From an optimization exercise on the open Yosys and OpenROAD flow, aimed at small area and a short achievable clock period; shortcuts taken in it are not production practice. Function was not checked in any run shown here: the RTL went through the layout flow alone. Power and IR drop assume default switching activity.

==> design.v <==
`timescale 1ns / 1ps
module gelu_lut_module (
    input                       clk,
    input                       rst_n,
    input                       in_valid,
    input      signed [15:0]    in_data,
    output reg                  out_valid,
    output reg signed [10:0]    out_data
);
    reg         v1, s1;
    reg  [9:0]  m1;
    wire [5:0]  c;
    wire        bp;
    wire [9:0]  xa = in_data[9:0];
    wire [9:0]  lowor;
    genvar gi;
    generate for (gi = 0; gi < 10; gi = gi + 1) begin : g_or
        assign lowor[gi] = |xa[gi:0];
    end endgenerate
    wire [5:0]  pos_lo = s1 ? 6'd0 : m1[5:0];
    wire [4:0]  hi     = s1 ? 5'd0 : {1'b0, m1[9:6]};
    wire [5:0]  lo     = pos_lo - c;
    wire        b      = s1 ? (|m1[9:1]) : bp;
    always @(posedge clk or negedge rst_n)
        if (!rst_n) begin v1 <= 1'b0; out_valid <= 1'b0; end
        else begin v1 <= in_valid; out_valid <= v1; end
    always @(posedge clk) begin
        s1 <= in_data[10];
        m1 <= xa ^ ({10{in_data[10]}} & {lowor[8:0], 1'b0});
        out_data <= {b ? hi - 5'd1 : hi, lo};
    end
    gelu_c u_c (.a(m1), .y({bp, c}));
endmodule
module gelu_c (input [9:0] a, output [6:0] y);
  wire n18, n19, n20, n21, n22, n23, n24,
    n25, n26, n27, n28, n29, n30, n31, n32,
    n33, n34, n35, n36, n37, n38, n39, n40,
    n41, n42, n43, n44, n45, n46, n47, n48,
    n49, n50, n51, n52, n53, n54, n55, n56,
    n57, n58, n59, n60, n61, n62, n63, n64,
    n65, n66, n68, n69, n70, n71, n72, n73,
    n74, n75, n76, n77, n78, n79, n80, n81,
    n82, n84, n85, n86, n87, n88, n89, n90,
    n91, n92, n93, n95, n96, n97, n98, n99,
    n100, n101, n102, n103, n104, n105, n106,
    n107, n108, n109, n110, n111, n112, n113,
    n114, n115, n116, n117, n118, n119, n120,
    n121, n122, n123, n124, n125, n126, n127,
    n128, n129, n130, n131, n132, n133, n134,
    n136, n137, n138, n139, n140, n141, n142,
    n143, n144, n145, n146, n147, n148, n149,
    n150, n151, n152, n153, n154, n155, n156,
    n157, n158, n159, n160, n161, n162, n163,
    n164, n165, n166, n167, n168, n169, n170,
    n171, n172, n173, n174, n175, n176, n177,
    n178, n180, n181, n182, n183, n184, n185,
    n186, n187, n188, n189, n190, n191, n192,
    n193, n194, n195, n196, n197, n198, n199,
    n200, n201, n202, n203, n204, n205, n206,
    n207, n208, n209, n210, n211, n212, n213,
    n214, n215, n216, n217, n218, n219, n220,
    n221, n222, n223, n224, n225, n226, n227,
    n228, n229, n230, n231, n232, n233, n234,
    n235, n236, n237, n238, n239, n240, n241,
    n242, n243, n244, n245, n247, n248, n249,
    n250, n251, n252, n253, n254, n255, n256,
    n257, n258, n259, n260, n261, n262, n263,
    n264, n265, n266, n267, n268, n269, n270,
    n271, n272, n273, n274, n275, n276, n277,
    n278, n279, n280, n281, n282, n283, n284,
    n285, n286, n287, n288, n289, n290, n291,
    n292, n293, n294, n295, n296, n297, n298,
    n299, n300, n301, n302, n303, n304, n305,
    n306, n307, n308, n309, n310, n311, n312,
    n313, n314, n315, n316, n317, n318, n319,
    n320, n321, n322, n323, n324, n325, n326,
    n327, n328;
  assign n18 = ~a[5] & ~a[4];
  assign n19 = a[9] & n18;
  assign n20 = ~a[3] & ~a[2];
  assign n21 = a[1] & a[0];
  assign n22 = ~a[3] & ~n21;
  assign n23 = a[6] & ~n22;
  assign n24 = ~a[2] & ~n21;
  assign n25 = a[3] & ~n24;
  assign n26 = ~a[8] & ~a[7];
  assign n27 = ~n23 & n26;
  assign n28 = ~n25 & n27;
  assign n29 = ~n20 & ~n28;
  assign n30 = n19 & ~n29;
  assign n31 = a[8] & a[4];
  assign n32 = a[2] & a[1];
  assign n33 = a[3] & n32;
  assign n34 = n31 & n33;
  assign n35 = ~a[2] & ~a[1];
  assign n36 = ~a[4] & ~a[3];
  assign n37 = n35 & n36;
  assign n38 = ~a[8] & n37;
  assign n39 = a[5] & ~n38;
  assign n40 = a[6] & ~n34;
  assign n41 = ~n39 & n40;
  assign n42 = ~a[1] & ~a[0];
  assign n43 = a[2] & ~n42;
  assign n44 = ~a[3] & ~n43;
  assign n45 = ~a[4] & n44;
  assign n46 = a[5] & ~n45;
  assign n47 = a[8] & ~a[6];
  assign n48 = ~n46 & n47;
  assign n49 = ~a[7] & ~n41;
  assign n50 = ~n48 & n49;
  assign n51 = ~a[6] & n25;
  assign n52 = ~a[4] & ~n51;
  assign n53 = a[5] & ~n52;
  assign n54 = a[3] & ~n35;
  assign n55 = a[5] & n54;
  assign n56 = ~n31 & ~n55;
  assign n57 = a[6] & ~n56;
  assign n58 = ~n20 & ~n22;
  assign n59 = a[4] & n58;
  assign n60 = ~a[5] & ~n59;
  assign n61 = a[8] & ~n60;
  assign n62 = ~n53 & ~n57;
  assign n63 = ~n61 & n62;
  assign n64 = a[7] & ~n63;
  assign n65 = ~a[9] & ~n50;
  assign n66 = ~n64 & n65;
  assign y[6] = n30 | n66;
  assign n68 = a[8] & a[7];
  assign n69 = ~a[8] & ~a[6];
  assign n70 = ~a[3] & ~n32;
  assign n71 = a[4] & ~n70;
  assign n72 = ~a[5] & ~n71;
  assign n73 = ~a[8] & ~n72;
  assign n74 = ~a[2] & n22;
  assign n75 = a[4] & ~n74;
  assign n76 = ~a[5] & ~n75;
  assign n77 = a[8] & n76;
  assign n78 = a[6] & ~n73;
  assign n79 = ~n77 & n78;
  assign n80 = ~n69 & ~n79;
  assign n81 = ~a[7] & ~n80;
  assign n82 = ~a[9] & ~n68;
  assign y[5] = ~n81 & n82;
  assign n84 = ~a[4] & n74;
  assign n85 = a[5] & n69;
  assign n86 = ~n84 & n85;
  assign n87 = ~a[7] & ~n86;
  assign n88 = ~n79 & n87;
  assign n89 = a[8] & n60;
  assign n90 = a[6] & ~n89;
  assign n91 = ~n69 & ~n90;
  assign n92 = a[7] & ~n91;
  assign n93 = ~a[9] & ~n88;
  assign y[4] = ~n92 & n93;
  assign n95 = a[5] & a[4];
  assign n96 = a[3] & a[2];
  assign n97 = ~a[2] & ~n42;
  assign n98 = ~a[1] & ~n97;
  assign n99 = a[3] & ~n98;
  assign n100 = ~n96 & ~n99;
  assign n101 = n95 & ~n100;
  assign n102 = ~a[7] & n69;
  assign n103 = ~n101 & n102;
  assign n104 = a[9] & ~n103;
  assign n105 = ~a[3] & n35;
  assign n106 = a[4] & n105;
  assign n107 = a[5] & ~n106;
  assign n108 = ~n84 & n107;
  assign n109 = ~n54 & n108;
  assign n110 = a[5] & ~n36;
  assign n111 = ~n75 & n110;
  assign n112 = ~n18 & ~n111;
  assign n113 = ~n109 & n112;
  assign n114 = ~a[8] & ~n113;
  assign n115 = a[3] & n43;
  assign n116 = n18 & ~n115;
  assign n117 = a[8] & ~n116;
  assign n118 = ~a[6] & ~n117;
  assign n119 = ~n114 & n118;
  assign n120 = ~n79 & ~n119;
  assign n121 = ~a[7] & ~n120;
  assign n122 = a[4] & ~n105;
  assign n123 = ~a[5] & ~n122;
  assign n124 = a[8] & ~n123;
  assign n125 = ~a[8] & ~a[5];
  assign n126 = n20 & n42;
  assign n127 = ~a[4] & n126;
  assign n128 = n125 & n127;
  assign n129 = ~a[6] & ~n128;
  assign n130 = ~n124 & n129;
  assign n131 = ~n90 & ~n130;
  assign n132 = a[7] & ~n131;
  assign n133 = ~a[9] & ~n132;
  assign n134 = ~n121 & n133;
  assign y[3] = ~n104 & ~n134;
  assign n136 = ~n37 & ~n122;
  assign n137 = n19 & ~n136;
  assign n138 = a[5] & n122;
  assign n139 = n117 & ~n138;
  assign n140 = a[4] & n54;
  assign n141 = ~a[4] & ~n33;
  assign n142 = ~n105 & n141;
  assign n143 = ~n140 & ~n142;
  assign n144 = n108 & ~n143;
  assign n145 = n75 & n100;
  assign n146 = a[3] & ~n145;
  assign n147 = ~a[5] & ~n146;
  assign n148 = ~a[8] & ~n144;
  assign n149 = ~n147 & n148;
  assign n150 = ~n139 & ~n149;
  assign n151 = ~a[6] & ~n150;
  assign n152 = ~n76 & ~n138;
  assign n153 = a[8] & ~n152;
  assign n154 = ~a[4] & ~n58;
  assign n155 = n72 & ~n154;
  assign n156 = ~a[8] & ~n110;
  assign n157 = ~n155 & n156;
  assign n158 = a[6] & ~n157;
  assign n159 = ~n153 & n158;
  assign n160 = ~a[7] & ~n159;
  assign n161 = ~n151 & n160;
  assign n162 = n45 & n125;
  assign n163 = ~n61 & ~n162;
  assign n164 = a[6] & ~n163;
  assign n165 = a[5] & n75;
  assign n166 = ~n123 & ~n165;
  assign n167 = a[8] & ~n166;
  assign n168 = a[4] & n115;
  assign n169 = a[5] & n168;
  assign n170 = ~a[8] & ~n169;
  assign n171 = ~n128 & n170;
  assign n172 = ~a[6] & ~n167;
  assign n173 = ~n171 & n172;
  assign n174 = a[7] & ~n164;
  assign n175 = ~n173 & n174;
  assign n176 = ~a[9] & ~n175;
  assign n177 = ~n161 & n176;
  assign n178 = ~n104 & ~n137;
  assign y[2] = n177 | ~n178;
  assign n180 = ~a[4] & ~n96;
  assign n181 = a[5] & ~n180;
  assign n182 = ~n45 & n60;
  assign n183 = ~n181 & ~n182;
  assign n184 = a[8] & ~n183;
  assign n185 = ~a[5] & ~n45;
  assign n186 = ~a[8] & ~n185;
  assign n187 = a[4] & ~n44;
  assign n188 = a[5] & ~n187;
  assign n189 = n186 & ~n188;
  assign n190 = ~n184 & ~n189;
  assign n191 = a[6] & ~n190;
  assign n192 = a[8] & ~n136;
  assign n193 = ~n111 & n192;
  assign n194 = ~n76 & n170;
  assign n195 = n129 & ~n193;
  assign n196 = ~n194 & n195;
  assign n197 = a[7] & ~n196;
  assign n198 = ~n191 & n197;
  assign n199 = a[5] & ~n122;
  assign n200 = ~n127 & n199;
  assign n201 = n117 & ~n200;
  assign n202 = ~a[3] & ~n24;
  assign n203 = ~n32 & ~n202;
  assign n204 = ~a[4] & ~n203;
  assign n205 = a[4] & n20;
  assign n206 = ~n140 & ~n205;
  assign n207 = ~n204 & n206;
  assign n208 = a[5] & ~n207;
  assign n209 = ~a[4] & a[2];
  assign n210 = ~n32 & ~n100;
  assign n211 = n187 & ~n210;
  assign n212 = ~a[5] & ~n209;
  assign n213 = ~n211 & n212;
  assign n214 = ~a[8] & ~n208;
  assign n215 = ~n213 & n214;
  assign n216 = ~a[6] & ~n201;
  assign n217 = ~n215 & n216;
  assign n218 = ~n76 & ~n199;
  assign n219 = ~n84 & ~n218;
  assign n220 = a[8] & ~n219;
  assign n221 = ~a[0] & n36;
  assign n222 = a[2] & n221;
  assign n223 = ~a[5] & ~n222;
  assign n224 = ~n33 & ~n70;
  assign n225 = n223 & n224;
  assign n226 = ~a[8] & ~n111;
  assign n227 = ~n225 & n226;
  assign n228 = a[6] & ~n227;
  assign n229 = ~n220 & n228;
  assign n230 = ~a[7] & ~n229;
  assign n231 = ~n217 & n230;
  assign n232 = ~n198 & ~n231;
  assign n233 = ~a[9] & ~n232;
  assign n234 = ~a[5] & ~n25;
  assign n235 = ~n74 & n234;
  assign n236 = ~n76 & ~n235;
  assign n237 = ~n37 & ~n236;
  assign n238 = ~a[6] & ~n101;
  assign n239 = ~n237 & n238;
  assign n240 = ~a[5] & ~n168;
  assign n241 = a[6] & ~n240;
  assign n242 = a[9] & ~a[8];
  assign n243 = ~a[7] & n242;
  assign n244 = ~n241 & n243;
  assign n245 = ~n239 & n244;
  assign y[1] = n233 | n245;
  assign n247 = ~a[4] & a[1];
  assign n248 = ~n43 & n145;
  assign n249 = ~n59 & ~n248;
  assign n250 = ~n99 & ~n249;
  assign n251 = ~a[5] & ~n247;
  assign n252 = ~n250 & n251;
  assign n253 = n22 & ~n97;
  assign n254 = ~n43 & n54;
  assign n255 = ~n253 & ~n254;
  assign n256 = a[4] & n255;
  assign n257 = a[3] & n24;
  assign n258 = ~n202 & ~n253;
  assign n259 = ~n32 & ~n258;
  assign n260 = n141 & ~n257;
  assign n261 = ~n259 & n260;
  assign n262 = a[5] & ~n256;
  assign n263 = ~n261 & n262;
  assign n264 = ~a[6] & ~n263;
  assign n265 = ~n252 & n264;
  assign n266 = ~n32 & ~n35;
  assign n267 = ~n221 & n266;
  assign n268 = n223 & ~n267;
  assign n269 = ~a[4] & ~n115;
  assign n270 = ~n202 & n269;
  assign n271 = ~n145 & ~n270;
  assign n272 = a[5] & ~n271;
  assign n273 = a[6] & ~n268;
  assign n274 = ~n272 & n273;
  assign n275 = ~n265 & ~n274;
  assign n276 = ~a[8] & ~n275;
  assign n277 = a[6] & ~n235;
  assign n278 = ~n109 & n277;
  assign n279 = ~n105 & n269;
  assign n280 = n60 & ~n279;
  assign n281 = ~n255 & n270;
  assign n282 = ~n25 & n107;
  assign n283 = ~n281 & n282;
  assign n284 = ~a[6] & ~n280;
  assign n285 = ~n283 & n284;
  assign n286 = a[8] & ~n278;
  assign n287 = ~n285 & n286;
  assign n288 = ~n276 & ~n287;
  assign n289 = ~a[7] & ~n288;
  assign n290 = ~n44 & n141;
  assign n291 = n60 & ~n290;
  assign n292 = ~n126 & n180;
  assign n293 = ~n59 & ~n292;
  assign n294 = a[5] & ~n293;
  assign n295 = ~n291 & ~n294;
  assign n296 = a[8] & ~n295;
  assign n297 = ~n45 & ~n187;
  assign n298 = a[5] & ~n297;
  assign n299 = n186 & ~n298;
  assign n300 = ~n296 & ~n299;
  assign n301 = a[6] & ~n300;
  assign n302 = ~n96 & n165;
  assign n303 = ~n54 & ~n95;
  assign n304 = ~n105 & n303;
  assign n305 = ~n302 & ~n304;
  assign n306 = a[8] & ~n305;
  assign n307 = ~n99 & n292;
  assign n308 = ~n75 & ~n307;
  assign n309 = ~a[5] & ~n308;
  assign n310 = n170 & ~n309;
  assign n311 = ~a[6] & ~n306;
  assign n312 = ~n310 & n311;
  assign n313 = a[7] & ~n301;
  assign n314 = ~n312 & n313;
  assign n315 = ~n289 & ~n314;
  assign n316 = ~a[9] & ~n315;
  assign n317 = ~n142 & ~n236;
  assign n318 = ~a[4] & ~n54;
  assign n319 = a[5] & ~n318;
  assign n320 = ~n101 & n319;
  assign n321 = ~n317 & ~n320;
  assign n322 = ~a[6] & ~n321;
  assign n323 = n240 & ~n318;
  assign n324 = ~n165 & ~n323;
  assign n325 = a[6] & ~n324;
  assign n326 = a[9] & n26;
  assign n327 = ~n325 & n326;
  assign n328 = ~n322 & n327;
  assign y[0] = n316 | n328;
endmodule
==> flow/run.sh <==
#!/bin/bash
set -euo pipefail
args=()
while IFS= read -r line || [[ -n "$line" ]]; do
  [[ -z "$line" || "$line" == \#* ]] && continue
  args+=("$line")
done < flow/make_args.txt
bash standard.sh "${args[@]}" finish > run_make.log 2>&1
==> flow/make_args.txt <==
ADDER_MAP_FILE=
BUFFER_PORTS_ARGS=-buffer_cell sky130_fd_sc_hd__buf_1
CTS_ARGS=-sink_clustering_enable -repair_clock_nets -dont_use_dummy_load
SETUP_MOVE_SEQUENCE=unbuffer,sizeup,swap
==> standard.sh <==
#!/bin/bash
# synth_recipe.tcl (not shown) runs the flow's synth.tcl, then flattens the netlist and writes it again
# the make line also repeats each setting of config.mk as NAME=value (left out here)
make -C /OpenROAD-flow-scripts/flow DESIGN_CONFIG=/design/flow/config.mk WORK_HOME=/design/flow/orfs CLKGATE_MAP_FILE= SYNTH_SCRIPT=/design/flow/synth_recipe.tcl "${@:-finish}"
==> config.mk <==
export PLATFORM = sky130hd
export DESIGN_NAME = gelu_lut_module
export DESIGN_NICKNAME = gelu_lut_module
export VERILOG_FILES = /design/flow/design.v
export SDC_FILE = /design/flow/constraint.sdc
export NUM_CORES = 4
export LEC_CHECK = 0
export ABC_AREA = 1
export CAP_MARGIN = 70
export CORE_MARGIN = 2
export CORE_UTILIZATION = 40
export SETUP_SLACK_MARGIN = 2.5
export SLEW_MARGIN = 70
export TNS_END_PERCENT = 5
==> constraint.sdc <==
create_clock -name core_clock -period 5.0 [get_ports {clk}]
set_input_delay 1.0000 -clock core_clock [delete_from_list [all_inputs] [get_ports {clk}]]
set_output_delay 1.0000 -clock core_clock [all_outputs]
set_load 0.01 [all_outputs]
==> impl_metrics.env, run 1 <==
export IMPL_status="finished clean"
export IMPL_die_w_um=81.3
export IMPL_synth_fp_nets=438
export IMPL_drt_initial_drc_count=208
export IMPL_cp_slowest_cell="dfxtp_4"
export IMPL_power_density_nw_per_um2=302
export IMPL_io_buffers=25
export IMPL_synth_ff_type="dfxtp_1"
export IMPL_cts_sinks=24
export IMPL_htree_levels=1
export IMPL_clock_latency_ns=0.27
export IMPL_path_cells="clkinvlp_4 -> nand2_2 -> inv_1 -> nand2_1 -> nand2_1 -> nand2_1 -> nand2_1 -> nand2_1 -> nand2_1 -> a21oi_2 -> nand2_1 -> nand2_1 -> nand2_2 -> nand2_4 -> nand2_1 -> nand2_2 -> nand2_2 -> nand3_1 -> nand2_1"
export IMPL_period_minus_slack_ns=2.32
export IMPL_grt_pass1_wl_um=11100
export IMPL_synth_edf_count=0
export IMPL_cts_root_buf="clkbuf_8"
export IMPL_slew_violations=0
export IMPL_drc=0
export IMPL_synthCells=419
export IMPL_grt_overflow=0
export IMPL_place_hpwl_um=5120
export IMPL_syn_cell_area_sq_um=2390
export IMPL_ir_drop_mv=0.157
export IMPL_crit_arrival_ns=2.49
export IMPL_die_h_um=81.3
export IMPL_criticalPathCategory="reg2reg"
export IMPL_final_cell_mix="142 x nand2_1, 44 x nor2_1, 37 x inv_1"
export IMPL_track_usage=0.215
export IMPL_async_flop_share=0.0833
export IMPL_fillCellCount=649
export IMPL_postPlaceCellArea_sq_um=2510
export IMPL_antenna_found_initial=0
export IMPL_grt_max_degree=24
export IMPL_finClkSkew_ns=0.0154
export IMPL_layout_commonest_cell="nand2_1"
export IMPL_routabilityCongestion=0.939
export IMPL_max_freq_mhz=431
export IMPL_multi_input_area_sq_um=1700
export IMPL_critPathRequiredTime_ns=5.17
export IMPL_worst_slew_pin_slew_ns=0.418
export IMPL_critPathCaptureType="register"
export IMPL_cp_max_fo=16
export IMPL_wl_um=6550
export IMPL_wire_per_inst_um=12.9
export IMPL_cts_tree="yes"
export IMPL_path_clk_slew_ns=0.09
export IMPL_std_cell_rows=28
export IMPL_dr_pass1_iters=5
export IMPL_hold_slack_ns=0.370
export IMPL_viasPerCell=5.31
export IMPL_setup_violations_final=0
export IMPL_n_antenna_cell=0
export IMPL_path_buf_inv=2
export IMPL_relSlewSlack=0.721
export IMPL_synth_cell_type_count=35
export IMPL_synth_seq_cells=24
export IMPL_clockBufferDepth=2
export IMPL_cp_top_family="simple AND/OR/NAND/NOR gates"
export IMPL_start_util=0.409
export IMPL_critPathMaxStageDelay_ns=0.51
export IMPL_final_setup_tns_ns=0
export IMPL_ys_warn_count=1
export IMPL_leakagePower_nw=1.31
export IMPL_synth_avg_cell_area_sq_um=5.71
export IMPL_hold_viol_final=0
export IMPL_coreArea_sq_um=5850
export IMPL_io_pins=31
export IMPL_ant_nets=0
export IMPL_synth_sequential_area_ratio=0.205
export IMPL_min_delay_path_class="reg2reg"
export IMPL_grt_pass1_vias=2407
export IMPL_crit_top_cell="nand2_1"
export IMPL_post_route_cells_drive_above_1_share=0.138
export IMPL_numCtsBuffers=3
export IMPL_dieArea_sq_um=6620
export IMPL_fin_nets=455
export IMPL_fin_crit_sh=0.464
export IMPL_worstSetupStartpointType="register"
export IMPL_maxCapViolCount=0
export IMPL_grt_setup_unrepaired="true"
export IMPL_syn_to_final_growth_pct=9.78
export IMPL_final_area_sq_um=2630
export IMPL_vias=2703
export IMPL_regArea_sq_um=508
-- Yosys cell counts, drive strengths merged (2+ instances only) --
master    n  share of area
xor2      5          0.018
dfxtp    22           0.18
buf      12          0.033
nand3b    2         0.0063
nor2     50          0.090
o211ai    5          0.018
xnor2    10          0.037
inv      41          0.064
o311ai    2         0.0073
clkbuf    2         0.0031
nand3    40          0.090
nand4     4          0.010
o21ai    18          0.039
clkinv    4         0.0063
a21oi    25          0.055
nand2   169           0.30
o31ai     2         0.0063
dfrtp     2          0.021
-- kinds of logic (layout without fill, tap and decap cells) --
kind of cell    count (synthesis)  after routing  share of synthesized area
buf+inv                        59             74                      0.107
flops                          24             24                      0.205
xor+xnor                       15             15                     0.0549
compound gates                 55             55                      0.135
simple gates                  266            266                      0.498
-- state kept, by name, indices dropped and copies added (netlist names) --
name and cells:
m1 10, v1 1, out_data 11, s1 1
out_valid 1
-- power by group --
group | switching, mW | total, mW | leakage [nW] | internal [mW]
Sequential | 0.0420 | 0.274 | 0.210 | 0.232
Clock | 0.0563 | 0.110 | 0.0216 | 0.0538
Combinational | 0.268 | 0.409 | 1.07 | 0.141
Total | 0.367 | 0.794 | 1.31 | 0.427
-- per-stage QoR --
step | setup slack (ns) | instances | utilization | power (mW)
3_5_place_dp | 2.55 | 506 | 0.429 | 0.665
6_report | 2.68 | 509 | 0.449 | 0.794
3_3_place_gp | 2.16 | 506 | 0.427 | 0.663
4_1_cts | 2.57 | 509 | 0.436 | 0.777
5_1_grt | 2.50 | 509 | 0.449 | 0.869
2_1_floorplan | 2.90 | 419 | - | 0.576
-- what timing repair did --
action	CTS	global route
gates resized for setup	0	21
hold buffers	0	0
endpoints found under the setup margin	0	4
buffers inserted	0	0
-- routing by layer --
layer,part of all wire,GRT usage
met1,0.45,0.291
met2,0.46,0.352
met5,0,0
met3,0.071,0.0311
met4,0.015,0.0610
-- path summary, 6_finish.rpt --
kind / from / end / slack [ns] / cells after the start
worst max register to register: m1[4] / out_data[4] / 2.68 / 19
min in group asynchronous: rst_n / v1 / 0.49 / 1
worst min-delay path: v1 / out_valid / 0.37 / 0
max in group asynchronous: rst_n / out_valid / 4.39 / 1
worst max-delay path: m1[4] / out_data[4] / 2.68 / 19
worst min register to register: v1 / out_valid / 0.37 / 0
-- area by class of cell --
type	instances	share of cell area
flip-flops and latches	24	0.193
inverters	45	0.0681
multi-input cells	336	0.648
well taps	75	0.0357
repair buffers	26	0.0386
clock buffers	3	0.0157
==> run 2, diff against run 1 <==
--- a/config.mk
+++ b/config.mk
@@ -9,6 +9,6 @@
 export CAP_MARGIN = 70
 export CORE_MARGIN = 2
 export CORE_UTILIZATION = 40
-export SETUP_SLACK_MARGIN = 2.5
+export SETUP_SLACK_MARGIN = 2.6
 export SLEW_MARGIN = 70
 export TNS_END_PERCENT = 5
==> run 2 against run 1 <==
  * Still clean
  * Non-clock buffer count is the same
  * Count of clock-buffer cells in the layout is the same
  * Via count down 0.18%
  * Sequential power about the same
  * Highest routed layer unchanged
  * Sequential cell count stayed put
  * Design area is 2.3% higher
  * Worst setup slack gained 0.0040 ns
==> impl_metrics.env, run 2 <==
export IMPL_final_setup_tns_ns=0
export IMPL_start_util=0.409
export IMPL_place_hpwl_um=5120
export IMPL_syn_to_final_growth_pct=12.3
export IMPL_synth_seq_cells=24
export IMPL_ir_drop_mv=0.159
export IMPL_std_cell_rows=28
export IMPL_drc=0
export IMPL_critPathCaptureType="register"
export IMPL_regMostFlops="out_data"
export IMPL_syn_cell_area_sq_um=2390
export IMPL_critPathMaxStageDelay_ns=0.51
export IMPL_viasPerCell=5.30
export IMPL_path_buf_inv=2
export IMPL_antenna_found_initial=0
export IMPL_top_regs="out_data: 11 flops, m1: 10 flops"
export IMPL_cts_root_buf="clkbuf_8"
export IMPL_ys_warn_count=1
export IMPL_io_buffers=25
export IMPL_synth_sequential_area_ratio=0.205
export IMPL_die_h_um=81.3
export IMPL_final_cell_mix="133 x nand2_1, 42 x nor2_1, 36 x inv_1"
export IMPL_htree_levels=1
export IMPL_cts_hold_buf=0
export IMPL_status="finished clean"
export IMPL_cp_slowest_cell="dfxtp_4"
export IMPL_cts_tree="yes"
export IMPL_criticalPathCategory="reg2reg"
export IMPL_critPathRequiredTime_ns=5.22
export IMPL_path_clk_slew_ns=0.08
export IMPL_finClkSkew_ns=0.0160
export IMPL_layout_commonest_cell="nand2_1"
export IMPL_coreArea_sq_um=5850
export IMPL_hold_viol_final=0
export IMPL_crit_arrival_ns=2.54
export IMPL_die_w_um=81.3
export IMPL_power_density_nw_per_um2=302
export IMPL_dr_pass1_iters=5
export IMPL_maxCapViolCount=0
export IMPL_cts_sinks=24
export IMPL_synth_area_leaders="nand2_1 23%, dfxtp_1 18%, nand3_1 7.7%"
export IMPL_cp_max_fo=16
export IMPL_grt_overflow=0
export IMPL_worstSetupStartpointType="register"
export IMPL_async_flop_share=0.0833
export IMPL_clockBufferDepth=2
export IMPL_grt_setup_unrepaired="true"
export IMPL_synth_edf_count=0
export IMPL_routabilityCongestion=0.939
export IMPL_synth_commonest_cells="149 x nand2_1, 46 x nor2_1, 38 x inv_1"
export IMPL_max_freq_mhz=432
export IMPL_n_antenna_cell=0
export IMPL_largest_reg_flops=11
export IMPL_period_minus_slack_ns=2.32
export IMPL_synthCells=419
export IMPL_post_route_cells_drive_above_1_share=0.175
export IMPL_leakagePower_nw=1.32
export IMPL_fillCellCount=645
export IMPL_cp_top_family="simple AND/OR/NAND/NOR gates"
export IMPL_synth_avg_cell_area_sq_um=5.71
export IMPL_worst_slew_pin_slew_ns=0.431
export IMPL_multi_input_area_sq_um=1760
export IMPL_synth_area_leader_cell="nand2_1"
export IMPL_synth_fp_nets=438
export IMPL_relSlewSlack=0.712
export IMPL_fin_crit_sh=0.463
export IMPL_wire_per_inst_um=13.1
export IMPL_setup_violations_final=0
export IMPL_dp_cells=506
export IMPL_numCtsBuffers=3
export IMPL_fin_nets=455
export IMPL_track_usage=0.215
export IMPL_io_pins=31
export IMPL_dieArea_sq_um=6620
export IMPL_synth_cell_type_count=35
export IMPL_grt_pass1_vias=2407
export IMPL_regArea_sq_um=508
export IMPL_grt_max_degree=24
export IMPL_vias=2698
export IMPL_cts_setup_buffers=0
export IMPL_path_cells="clkinvlp_4 -> nand2_2 -> inv_2 -> nand2_2 -> nand2_1 -> nand2_1 -> nand2_1 -> nand2_1 -> nand2_2 -> a21oi_2 -> nand2_1 -> nand2_2 -> nand2_2 -> nand2_4 -> nand2_2 -> nand2_2 -> nand2_2 -> nand2_1 -> nand2_1 -> nand2_1"
export IMPL_grt_pass1_wl_um=11100
export IMPL_wl_um=6640
export IMPL_synth_ff_type="dfxtp_1"
export IMPL_yosysTopAreaCellShare=0.234
export IMPL_clock_latency_ns=0.27
export IMPL_slew_violations=0
export IMPL_drt_initial_drc_count=203
export IMPL_final_cells=509
export IMPL_min_delay_path_class="reg2reg"
export IMPL_ant_nets=0
export IMPL_yosysMostFrequentCell="nand2_1"
run 2: cell counts after synthesis:
Identical to the previous run, type by type.
run 2: per-stage QoR:
stage	worst slack, ns	power [mW]	util	cell area [sq um]	hold WS [ns]
5_1_grt	2.53	0.886	0.459	2690	0.390
3_3_place_gp	2.16	0.663	0.427	2500	0.333
6_report	2.68	0.812	0.459	2690	0.369
4_1_cts	2.64	0.777	0.436	2550	0.379
2_1_floorplan	2.90	0.576	-	2390	0.331
3_5_place_dp	2.55	0.665	0.429	2510	0.346
run 2: final cells by class:
class	instances	share of cell area
Sequential cell	24	0.189
Multi-Input combinational cell	336	0.656
Timing Repair Buffer	26	0.0377
Inverter	45	0.0666
Clock buffer	3	0.0154
Tap cell	75	0.0349
run 2: final timing paths:
kind                       startpoint     endpoint  slack (ns)  cells after the start
min in group asynchronous       rst_n           v1        0.49                      1
min reg2reg                        v1    out_valid        0.37                      0
max in group asynchronous       rst_n    out_valid        4.39                      1
max                             m1[4]  out_data[4]        2.68                     20
min                                v1    out_valid        0.37                      0
max reg2reg                     m1[4]  out_data[4]        2.68                     20
run 2: report_power, final:
group	leakage, nW	internal, mW	switching (mW)
Combinational	1.08	0.148	0.279
Sequential	0.210	0.232	0.0432
Clock	0.0216	0.0538	0.0557
run 2: logic make-up (layout without fill, tap and decap cells):
group / count (synthesis) / count (layout) / share of synthesized area
DFF: 24 / 24 / 0.205
AOI/OAI and AO/OA: 55 / 55 / 0.135
and+or+nand+nor: 266 / 266 / 0.498
xor gates and xnor gates: 15 / 15 / 0.0549
buffers and inverters: 59 / 74 / 0.107
run 2: what timing repair did:
action / 4_1_cts / 5_1_grt
endpoints found under the setup margin: 2 / 4
gates resized for setup: 1 / 40
pin swaps: 0 / 16
run 2: layer usage:
metal / part of all wire / vias up / wire, um / track usage
met3: 0.074 / 13 / 492 / 0.0311
met1: 0.45 / 1193 / 2980 / 0.291
met5: 0 / - / 0 / 0
li1: - / 1364 / - / -
met2: 0.46 / 128 / 3060 / 0.352
met4: 0.017 / 0 / 111 / 0.0610
==> run 3, diff against run 2 <==
--- a/config.mk
+++ b/config.mk
@@ -9,6 +9,6 @@
 export CAP_MARGIN = 70
 export CORE_MARGIN = 2
 export CORE_UTILIZATION = 40
-export SETUP_SLACK_MARGIN = 2.6
+export SETUP_SLACK_MARGIN = 2.65
 export SLEW_MARGIN = 70
 export TNS_END_PERCENT = 5
==> run 3 against run 2 <==
  * Worst hold slack about the same
  * Wire length down 0.33%
  * Critical path type unchanged
  * Clock power about the same
  * Non-clock buffer count unchanged
==> impl_metrics.env, run 3 <==
export IMPL_start_util=0.409
export IMPL_synth_edf_count=0
export IMPL_post_route_cells_drive_above_1_share=0.152
export IMPL_syn_cell_area_sq_um=2390
export IMPL_drt_initial_drc_count=209
export IMPL_synth_commonest_cells="149 x nand2_1, 46 x nor2_1, 38 x inv_1"
export IMPL_cp_top_family="simple AND/OR/NAND/NOR gates"
export IMPL_crit_arrival_ns=2.48
export IMPL_criticalPathCategory="reg2reg"
export IMPL_yosysTopAreaCellShare=0.234
export IMPL_wire_per_inst_um=13.0
export IMPL_use_met2=0.348
export IMPL_cts_root_buf="clkbuf_8"
export IMPL_vias=2699
export IMPL_synthMuxAreaShare=0
export IMPL_reg2reg_slack_ns=2.70
export IMPL_io_buffers=25
export IMPL_fin_nets=455
export IMPL_gr_max_usage_layer="met2"
export IMPL_path_depth=19
export IMPL_critPathMaxStageDelay_ns=0.51
export IMPL_met1_usage=0.291
export IMPL_final_cell_mix="139 x nand2_1, 43 x nor2_1, 36 x inv_1"
export IMPL_hold_slack_ns=0.370
export IMPL_leakagePower_nw=1.31
export IMPL_fin_crit_sh=0.461
export IMPL_reg2regPathDepth=19
export IMPL_crit_start="m1[4]"
export IMPL_htree_levels=1
export IMPL_wl_um=6620
export IMPL_synth_fa_ha_area_frac=0
export IMPL_worst_slew_pin_slew_ns=0.419
export IMPL_finClkSkew_ns=0.0162
export IMPL_top_regs="out_data: 11 flops, m1: 10 flops"
export IMPL_critPathCaptureType="register"
export IMPL_maxCapViolCount=0
export IMPL_place_hpwl_um=5120
export IMPL_path_buf_inv=2
export IMPL_synth_sequential_area_ratio=0.205
export IMPL_coreArea_sq_um=5850
export IMPL_cp_slowest_cell="dfxtp_4"
export IMPL_max_freq_mhz=434
export IMPL_grt_setup_unrepaired="true"
export IMPL_grt_max_degree=24
export IMPL_critPathRequiredTime_ns=5.17
export IMPL_grt_pass1_wl_um=11200
export IMPL_cts_tree="yes"
export IMPL_power_mw=0.803
export IMPL_synth_xor_area_share=0.0549
export IMPL_hold_viol_final=0
export IMPL_synth_ff_type="dfxtp_1"
export IMPL_grt_overflow=0
export IMPL_track_usage=0.215
export IMPL_yosysMostFrequentCell="nand2_1"
export IMPL_dr_pass1_iters=5
export IMPL_final_setup_tns_ns=0
export IMPL_grt_pass1_vias=2413
export IMPL_clock_latency_ns=0.27
export IMPL_numCtsBuffers=3
export IMPL_synthCells=419
export IMPL_worstSetupStartpointType="register"
export IMPL_cts_setup_buffers=0
export IMPL_synth_compound_area_frac=0.135
export IMPL_n_antenna_cell=0
export IMPL_synth_top_family_by_area="simple AND/OR/NAND/NOR gates"
export IMPL_die_w_um=81.3
export IMPL_fillCellCount=647
export IMPL_largest_reg_flops=11
export IMPL_synth_fp_nets=438
export IMPL_syn_to_final_growth_pct=10.9
export IMPL_r2r_end="out_data[4]"
export IMPL_ys_warn_count=1
export IMPL_synthSimpleGateAreaFrac=0.498
export IMPL_dieArea_sq_um=6620
export IMPL_crit_top_cell="nand2_1"
export IMPL_power_density_nw_per_um2=303
export IMPL_period_minus_slack_ns=2.30
export IMPL_ir_drop_mv=0.159
export IMPL_synth_area_leader_cell="nand2_1"
export IMPL_path_clk_slew_ns=0.09
export IMPL_path_cells="clkinvlp_4 -> nand2_2 -> inv_2 -> nand2_1 -> nand2_1 -> nand2_1 -> nand2_1 -> nand2_1 -> nand2_2 -> a21oi_2 -> nand2_1 -> nand2_1 -> nand2_2 -> nand2_4 -> nand2_1 -> nand2_2 -> nand2_2 -> nand3_1 -> nand2_1"
export IMPL_clockBufferDepth=2
export IMPL_antenna_found_initial=0
export IMPL_status="finished clean"
export IMPL_async_flop_share=0.0833
export IMPL_endpoint="out_data[4]"
export IMPL_min_delay_path_class="reg2reg"
export IMPL_routabilityCongestion=0.939
export IMPL_die_h_um=81.3
export IMPL_ant_nets=0
export IMPL_setup_violations_final=0
export IMPL_std_cell_rows=28
export IMPL_viasPerCell=5.30
export IMPL_cts_sinks=24
export IMPL_synth_seq_cells=24
export IMPL_regMostFlops="out_data"
export IMPL_io_pins=31
export IMPL_synth_area_leaders="nand2_1 23%, dfxtp_1 18%, nand3_1 7.7%"
export IMPL_synth_avg_cell_area_sq_um=5.71
export IMPL_slew_violations=0
export IMPL_drc=0
export IMPL_met3_usage=0.0322
export IMPL_reg2reg_from="m1[4]"
export IMPL_synth_cell_type_count=35
export IMPL_cp_max_fo=16
export IMPL_relSlewSlack=0.721
export IMPL_layout_commonest_cell="nand2_1"
[run 3: power breakdown]
| group | total, mW | internal [mW] | leakage (nW) | switching (mW) |
|---|---|---|---|---|
| Combinational | 0.418 | 0.144 | 1.08 | 0.274 |
| Sequential | 0.275 | 0.232 | 0.210 | 0.0427 |
| Clock | 0.110 | 0.0538 | 0.0216 | 0.0560 |
| Total | 0.803 | 0.430 | 1.31 | 0.373 |
[run 3: layout make-up]
class	count	area (sq um)	share of cell area
flip-flops and latches	24	508	0.192
well taps	75	93.8	0.0354
multi-input cells	336	1730	0.651
inverters	45	181	0.0684
clock buffers	3	41.3	0.0156
repair buffers	26	101	0.0382
[run 3: worst min-delay path by stage]
| stage | from | endpoint | cells after the start |
|---|---|---|---|
| finish | v1 | out_valid | 0 |
| global route | v1 | out_valid | 0 |
| CTS | v1 | out_valid | 0 |
| detailed placement | v1 | out_valid | 0 |
| global placement | v1 | out_valid | 0 |
| floorplan | v1 | out_valid | 0 |
[run 3: metal layers]
| metal | wire [um] | share of wire | vias up |
|---|---|---|---|
| met1 | 2950 | 0.45 | 1196 |
| met4 | 152 | 0.023 | 0 |
| met2 | 3010 | 0.45 | 121 |
| met5 | 0 | 0 | - |
| li1 | - | - | 1363 |
| met3 | 504 | 0.076 | 19 |
[run 3: kinds of logic after synthesis]
logic type	after synthesis
flops	24
buf+inv	59
simple gates	266
compound gates	55
xor+xnor	15
[run 3: metrics by stage]
stage / util / setup slack (ns) / area, sq um / std cells
floorplan: - / 2.90 / 2390 / 419
global placement: 0.427 / 2.16 / 2500 / 506
detailed placement: 0.429 / 2.55 / 2510 / 506
CTS: 0.437 / 2.66 / 2560 / 509
global route: 0.453 / 2.53 / 2650 / 509
finish: 0.453 / 2.70 / 2650 / 509
[run 3: repair_timing]
action	4_1_cts	5_1_grt
hold buffers	0	0
resized for setup	3	27
pin swaps	0	9
endpoints found under the setup margin	3	4
[run 3: worst reg2reg max path: stages (launching register included)]
cell	delay [ns]
dfxtp_4	0.51
clkinvlp_4	0.33
nand2_2	0.15
inv_2	0.06
nand2_1	0.07
nand2_1	0.06
nand2_1	0.05
nand2_1	0.04
nand2_1	0.09
nand2_2	0.07
a21oi_2	0.14
nand2_1	0.06
nand2_1	0.09
nand2_2	0.08
nand2_4	0.10
nand2_1	0.07
nand2_2	0.08
nand2_2	0.06
nand3_1	0.06
nand2_1	0.05
==> run 4, diff against run 3 <==
==> flow/make_args.txt (replaced) <==
ADDER_MAP_FILE=
BUFFER_PORTS_ARGS=-buffer_cell sky130_fd_sc_hd__buf_1
CTS_ARGS=-sink_clustering_enable -repair_clock_nets -dont_use_dummy_load
--- a/config.mk
+++ b/config.mk
@@ -9,6 +9,6 @@
 export CAP_MARGIN = 70
 export CORE_MARGIN = 2
 export CORE_UTILIZATION = 40
-export SETUP_SLACK_MARGIN = 2.65
+export SETUP_SLACK_MARGIN = 2.55
 export SLEW_MARGIN = 70
 export TNS_END_PERCENT = 5
==> run 4 against run 3 <==
  * Clock power hardly changed
  * First-iteration DRC count decreased by 24%
  * Global-route usage is essentially flat
  * Wire length up 1.5%
  * Synthesized area stayed put
  * Largest power group unchanged
==> impl_metrics.env, run 4 <==
export IMPL_viasPerCell=5.22
export IMPL_io_buffers=25
export IMPL_post_route_cells_drive_above_1_share=0.135
export IMPL_wire_per_inst_um=13.0
export IMPL_slew_violations=0
export IMPL_synthMuxAreaShare=0
export IMPL_final_cell_mix="148 x nand2_1, 45 x nor2_1, 37 x nand3_1"
export IMPL_io_pins=31
export IMPL_max_freq_mhz=446
export IMPL_relSlewSlack=0.749
export IMPL_synth_compound_area_frac=0.135
export IMPL_criticalPathCategory="reg2reg"
export IMPL_ir_drop_mv=0.154
export IMPL_antenna_found_initial=0
export IMPL_n_antenna_cell=0
export IMPL_cts_hold_buf=0
export IMPL_final_area_sq_um=2660
export IMPL_cts_sinks=24
export IMPL_async_flop_share=0.0833
export IMPL_worstSetupStartpointType="register"
export IMPL_fin_nets=464
export IMPL_final_setup_tns_ns=0
export IMPL_largest_reg_flops=11
export IMPL_syn_cell_area_sq_um=2390
export IMPL_htree_levels=1
export IMPL_place_hpwl_um=5120
export IMPL_synth_edf_count=0
export IMPL_grt_max_degree=24
export IMPL_syn_to_final_growth_pct=11.2
export IMPL_worst_slew_pin_slew_ns=0.377
export IMPL_min_delay_path_class="reg2reg"
export IMPL_die_w_um=81.3
export IMPL_regMostFlops="out_data"
export IMPL_routabilityCongestion=0.939
export IMPL_cts_tree="yes"
export IMPL_synth_fa_ha_area_frac=0
export IMPL_regArea_sq_um=512
export IMPL_grt_setup_unrepaired="true"
export IMPL_start_util=0.409
export IMPL_setup_violations_final=0
export IMPL_fin_crit_sh=0.448
export IMPL_vias=2704
export IMPL_drc=0
export IMPL_synth_area_leaders="nand2_1 23%, dfxtp_1 18%, nand3_1 7.7%"
export IMPL_postPlaceCellArea_sq_um=2510
export IMPL_finClkSkew_ns=0.0154
export IMPL_power_density_nw_per_um2=299
export IMPL_maxCapViolCount=0
export IMPL_synth_top_family_by_area="simple AND/OR/NAND/NOR gates"
export IMPL_yosysMostFrequentCell="nand2_1"
export IMPL_ant_nets=0
export IMPL_synth_area_leader_cell="nand2_1"
export IMPL_layout_commonest_cell="nand2_1"
export IMPL_grt_overflow=0
export IMPL_dr_pass1_iters=5
export IMPL_std_cell_rows=28
export IMPL_dieArea_sq_um=6620
export IMPL_multi_input_area_sq_um=1660
export IMPL_critPathCaptureType="register"
export IMPL_synthCells=419
export IMPL_fillCellCount=643
export IMPL_synth_fp_nets=438
export IMPL_hold_viol_final=0
export IMPL_coreArea_sq_um=5850
export IMPL_synth_cell_type_count=35
export IMPL_leakagePower_nw=1.34
export IMPL_grt_pass1_vias=2407
export IMPL_period_minus_slack_ns=2.24
export IMPL_grt_pass1_wl_um=11100
export IMPL_die_h_um=81.3
export IMPL_wl_um=6720
export IMPL_clock_latency_ns=0.27
export IMPL_top_regs="out_data: 11 flops, m1: 10 flops"
export IMPL_path_clk_slew_ns=0.08
export IMPL_cp_max_fo=10
export IMPL_critPathRequiredTime_ns=5.17
export IMPL_ys_warn_count=1
export IMPL_synth_commonest_cells="149 x nand2_1, 46 x nor2_1, 38 x inv_1"
export IMPL_cts_root_buf="clkbuf_8"
export IMPL_crit_arrival_ns=2.41
export IMPL_yosysTopAreaCellShare=0.234
export IMPL_track_usage=0.215
export IMPL_synth_xor_area_share=0.0549
export IMPL_synthSimpleGateAreaFrac=0.498
export IMPL_numCtsBuffers=3
export IMPL_synth_ff_type="dfxtp_1"
export IMPL_synth_seq_cells=24
export IMPL_clockBufferDepth=2
export IMPL_drt_initial_drc_count=159
export IMPL_synth_sequential_area_ratio=0.205
export IMPL_synth_avg_cell_area_sq_um=5.71
export IMPL_status="finished clean"
==> run 4: final timing paths <==
check | start | endpoint | slack, ns | depth (start not counted)
worst max register to register | m1[3] | out_data[4] | 2.76 | 20
worst max-delay path | m1[3] | out_data[4] | 2.76 | 20
worst min-delay path | v1 | out_valid | 0.37 | 0
max in group asynchronous | rst_n | out_valid | 4.38 | 1
min in group asynchronous | rst_n | v1 | 0.49 | 1
worst min register to register | v1 | out_valid | 0.37 | 0
==> run 4: cell families (layout without fill, tap and decap cells) <==
logic type      Yosys count  in the layout
simple gates            266            266
buf+inv                  59             83
compound gates           55             55
flops                    24             24
xor+xnor                 15             15
==> run 4: critical path, cell delays in order (launching register included) <==
cell and delay (ns):
dfxtp_4 0.41, inv_4 0.12, nand2_1 0.15, nand3_2 0.14, nand2_2 0.08, inv_2 0.11
nand2_1 0.07, nand2_1 0.05, nand2_1 0.04, nand2_1 0.07, nand2_1 0.08, a21oi_1 0.19
nand2_1 0.07, nand2_1 0.09, nand2_2 0.08, nand2_4 0.08, nand2_1 0.07, nand2_2 0.08
nand2_2 0.06, nand3_1 0.06, nand2_1 0.05
==> run 4: routing by layer <==
metal	vias to the layer above	part of all wire	global-route usage
met5	-	0	0
met4	0	0.021	0.0610
met3	16	0.076	0.0311
met2	117	0.46	0.352
met1	1191	0.45	0.291
li1	1380	-	-
==> run 4: where the power goes <==
group	switching, mW	leakage (nW)	total, mW	internal (mW)
Combinational	0.267	1.11	0.414	0.147
Clock	0.0555	0.0216	0.109	0.0538
Sequential	0.0413	0.210	0.274	0.232
==> run 4: cell type report <==
| class | instances | area share |
|---|---|---|
| clock buffers | 3 | 0.0155 |
| multi-input cells | 336 | 0.622 |
| well taps | 75 | 0.0353 |
| inverters | 45 | 0.0696 |
| flip-flops and latches | 24 | 0.192 |
| repair buffers | 35 | 0.0649 |
==> run 4: stage by stage <==
stage / setup WS [ns] / instances / hold WS [ns] / util / power [mW]
floorplan: 2.90 / 419 / 0.331 / - / 0.576
global placement: 2.16 / 506 / 0.333 / 0.427 / 0.663
detailed placement: 2.55 / 506 / 0.346 / 0.429 / 0.665
CTS: 2.57 / 509 / 0.379 / 0.436 / 0.777
global route: 2.52 / 518 / 0.390 / 0.455 / 0.871
finish: 2.76 / 518 / 0.369 / 0.455 / 0.797
==> run 4: repair_timing <==
action / CTS / global route
gates resized for setup: 0 / 13
endpoints found under the hold margin: 0 / 0
setup endpoints to repair: 0 / 4
setup buffers: 0 / 9
==> run 5, diff against run 4 <==
--- a/config.mk
+++ b/config.mk
@@ -9,6 +9,6 @@
 export CAP_MARGIN = 70
 export CORE_MARGIN = 2
 export CORE_UTILIZATION = 40
-export SETUP_SLACK_MARGIN = 2.55
+export SETUP_SLACK_MARGIN = 2.75
 export SLEW_MARGIN = 70
 export TNS_END_PERCENT = 5
==> run 5 against run 4 <==
  * Still clean
  * Worst hold slack better by 0.0012 ns
  * Global-route usage is 0.12 points higher
  * Clock power hardly changed
  * Power is 9.0% higher
  * Non-clock buffer count is 10 higher
  * First-iteration DRC count is 51% higher
  * Sequential share of layout area is 1.6 points lower
==> impl_metrics.env, run 5 <==
export IMPL_ant_nets=0
export IMPL_fin_crit_sh=0.437
export IMPL_cp_top_family="simple AND/OR/NAND/NOR gates"
export IMPL_path_clk_slew_ns=0.09
export IMPL_wire_per_inst_um=13.7
export IMPL_cts_tree="yes"
export IMPL_final_cells=528
export IMPL_dr_pass1_iters=5
export IMPL_die_w_um=81.3
export IMPL_start_util=0.409
export IMPL_reg2regPathDepth=20
export IMPL_ys_warn_count=1
export IMPL_fin_nets=474
export IMPL_criticalPathCategory="reg2reg"
export IMPL_async_flop_share=0.0833
export IMPL_intPower_mw=0.467
export IMPL_track_usage=0.216
export IMPL_min_delay_path_class="reg2reg"
export IMPL_hold_slack_ns=0.371
export IMPL_grt_setup_unrepaired="true"
export IMPL_power_frac_seq=0.317
export IMPL_synth_edf_count=0
export IMPL_p_clk_frac=0.127
export IMPL_routabilityCongestion=0.939
export IMPL_std_cell_rows=28
export IMPL_combPwrFrac=0.556
export IMPL_grt_pass1_vias=2439
export IMPL_crit_arrival_ns=2.36
export IMPL_numCtsBuffers=3
export IMPL_ir_drop_mv=0.158
export IMPL_clock_latency_ns=0.27
export IMPL_yosysTopAreaCellShare=0.234
export IMPL_layout_commonest_cell="nand2_1"
export IMPL_io_buffers=25
export IMPL_slew_violations=0
export IMPL_io_pins=31
export IMPL_max_freq_mhz=458
export IMPL_path_buf_inv=2
export IMPL_cts_sinks=24
export IMPL_place_hpwl_um=5120
export IMPL_n_antenna_cell=0
export IMPL_viasPerCell=5.38
export IMPL_reg2reg_from="m1[3]"
export IMPL_power_density_nw_per_um2=297
export IMPL_coreArea_sq_um=5850
export IMPL_cp_max_fo=8
export IMPL_fillCellCount=614
export IMPL_vias=2840
export IMPL_synthCells=419
export IMPL_regArea_sq_um=517
export IMPL_post_route_cells_drive_above_1_share=0.225
export IMPL_worstSetupStartpointType="register"
export IMPL_synth_area_leaders="nand2_1 23%, dfxtp_1 18%, nand3_1 7.7%"
export IMPL_critPathCaptureType="register"
export IMPL_clockBufferDepth=2
export IMPL_grt_overflow=0
export IMPL_die_h_um=81.3
export IMPL_regMostFlops="out_data"
export IMPL_hold_viol_final=0
export IMPL_grt_max_degree=24
export IMPL_dp_cells=506
export IMPL_status="finished clean"
export IMPL_cts_root_buf="clkbuf_8"
export IMPL_crit_start="m1[3]"
export IMPL_critPathMaxStageDelay_ns=0.42
export IMPL_synth_seq_cells=24
export IMPL_endpoint="out_data[4]"
export IMPL_wl_um=7230
export IMPL_period_minus_slack_ns=2.18
export IMPL_antenna_found_initial=0
export IMPL_worst_slew_pin_slew_ns=0.388
export IMPL_grt_pass1_wl_um=11200
export IMPL_critPathRequiredTime_ns=5.18
export IMPL_leakagePower_nw=1.44
export IMPL_synth_area_leader_cell="nand2_1"
export IMPL_final_setup_tns_ns=0
export IMPL_setup_violations_final=0
export IMPL_p_switching_mw=0.401
export IMPL_synth_sequential_area_ratio=0.205
export IMPL_yosysMostFrequentCell="nand2_1"
export IMPL_synth_avg_cell_area_sq_um=5.71
export IMPL_reg2reg_slack_ns=2.82
export IMPL_relSlewSlack=0.741
export IMPL_drc=0
export IMPL_synth_cell_type_count=35
export IMPL_switching_share=0.462
export IMPL_path_cells="nor2_8 -> nand2_8 -> nor2_4 -> inv_1 -> nand2_1 -> nand2_1 -> a21oi_2 -> nand2_1 -> nand2_2 -> nand2_4 -> nand2_2 -> nand2_2 -> nand2_4 -> inv_2 -> nand2_2 -> nand2_2 -> nand2_2 -> nand2_1 -> nand2_1 -> nand2_1"
export IMPL_finClkSkew_ns=0.0177
export IMPL_syn_to_final_growth_pct=22.4
export IMPL_synth_fp_nets=438
export IMPL_multi_input_area_sq_um=1810
export IMPL_largest_reg_flops=11
export IMPL_path_depth=20
export IMPL_dieArea_sq_um=6620
export IMPL_r2r_end="out_data[4]"
export IMPL_drt_initial_drc_count=240
export IMPL_synth_commonest_cells="149 x nand2_1, 46 x nor2_1, 38 x inv_1"
export IMPL_maxCapViolCount=0
export IMPL_synth_ff_type="dfxtp_1"
export IMPL_syn_cell_area_sq_um=2390
export IMPL_top_regs="out_data: 11 flops, m1: 10 flops"
export IMPL_htree_levels=1
export IMPL_cp_slowest_cell="dfxtp_4"
export IMPL_final_cell_mix="133 x nand2_1, 40 x nor2_1, 34 x inv_1, 34 x nand3_1, 25 x buf_1"
run 5: power groups by stage:
stage	combinational, mW	sequential [mW]	clock [mW]
finish	0.483	0.275	0.110
global route	0.539	0.281	0.121
CTS	0.396	0.274	0.115
detailed placement	0.388	0.277	0
global placement	0.387	0.275	0
floorplan	0.311	0.264	0
run 5: cell type report:
class,instances,share of cell area
clock buffers,3,0.0141
inverters,45,0.0649
multi-input cells,336,0.619
flip-flops and latches,24,0.176
well taps,75,0.0320
repair buffers,45,0.0935
run 5: layer usage:
metal | up-vias | GRT usage | part of all wire
li1 | 1410 | - | -
met1 | 1245 | 0.293 | 0.43
met2 | 169 | 0.352 | 0.46
met3 | 16 | 0.0300 | 0.083
met4 | 0 | 0.0661 | 0.021
met5 | - | 0 | 0
run 5: worst min-delay path by stage:
| stage | from | end | cells after the start |
|---|---|---|---|
| floorplan | v1 | out_valid | 0 |
| global placement | v1 | out_valid | 0 |
| detailed placement | v1 | out_valid | 0 |
| CTS | v1 | out_valid | 0 |
| global route | v1 | out_valid | 0 |
| finish | v1 | out_valid | 0 |
run 5: stage by stage:
| step | power (mW) | utilization | worst slack, ns | instance area [sq um] |
|---|---|---|---|---|
| finish | 0.869 | 0.501 | 2.82 | 2930 |
| floorplan | 0.576 | - | 2.90 | 2390 |
| global route | 0.940 | 0.501 | 2.70 | 2930 |
| CTS | 0.785 | 0.444 | 2.75 | 2600 |
| global placement | 0.663 | 0.427 | 2.16 | 2500 |
| detailed placement | 0.665 | 0.429 | 2.55 | 2510 |
run 5: timing repair:
action                                  4_1_cts  5_1_grt
buffers inserted                              4       14
pin swaps                                     0       19
cloned                                        0        1
hold buffers                                  0        0
endpoints found under the setup margin        4        5
gates resized for setup                       9       56
run 5: kinds of logic (layout without fill, tap and decap cells):
| family | Yosys count | after routing | share of synthesized area |
|---|---|---|---|
| AND/OR/NAND/NOR | 266 | 266 | 0.498 |
| buffers and inverters | 59 | 93 | 0.107 |
| AO/OA/AOI/OAI | 55 | 55 | 0.135 |
| flip-flops | 24 | 24 | 0.205 |
| XOR/XNOR | 15 | 15 | 0.0549 |

## static timing again, ports no longer ideal
Ports are ideal in the flow. The routed layouts listed here were re-timed in OpenROAD.
Step 1 assumes that a clkbuf_16 drives the clock port and a buf_2 every other input.
Step 2, shift: input delay + t, output delay - t, t = (earliest + latest rising clock arrival at the registers) / 2. This alone moves slack from input paths to output paths.
a / b / c = no drivers / after step 1 / after step 2; a / b = the first two.
run | t (ns) | slack for setup (ns) | clock arrival spread, ns | worst slew at a driven data input, ns
run 1 | 0.290 | 2.680 / 2.680 / 2.675 | 0.016 / 0.015 | 0.03
run 2 | 0.290 | 2.684 / 2.684 / 2.675 | 0.016 / 0.016 | 0.03
run 3 | 0.290 | 2.696 / 2.696 / 2.675 | 0.017 / 0.016 | 0.03
run 4 | 0.289 | 2.760 / 2.760 / 2.675 | 0.016 / 0.016 | 0.03
run 5 | 0.292 | 2.816 / 2.816 / 2.676 | 0.018 / 0.018 | 0.03
After both steps every run listed still meets setup and hold. For run 5, which loses most, drivers alone change the setup slack by 0.000 ns; drivers and shift together by -0.140 ns.
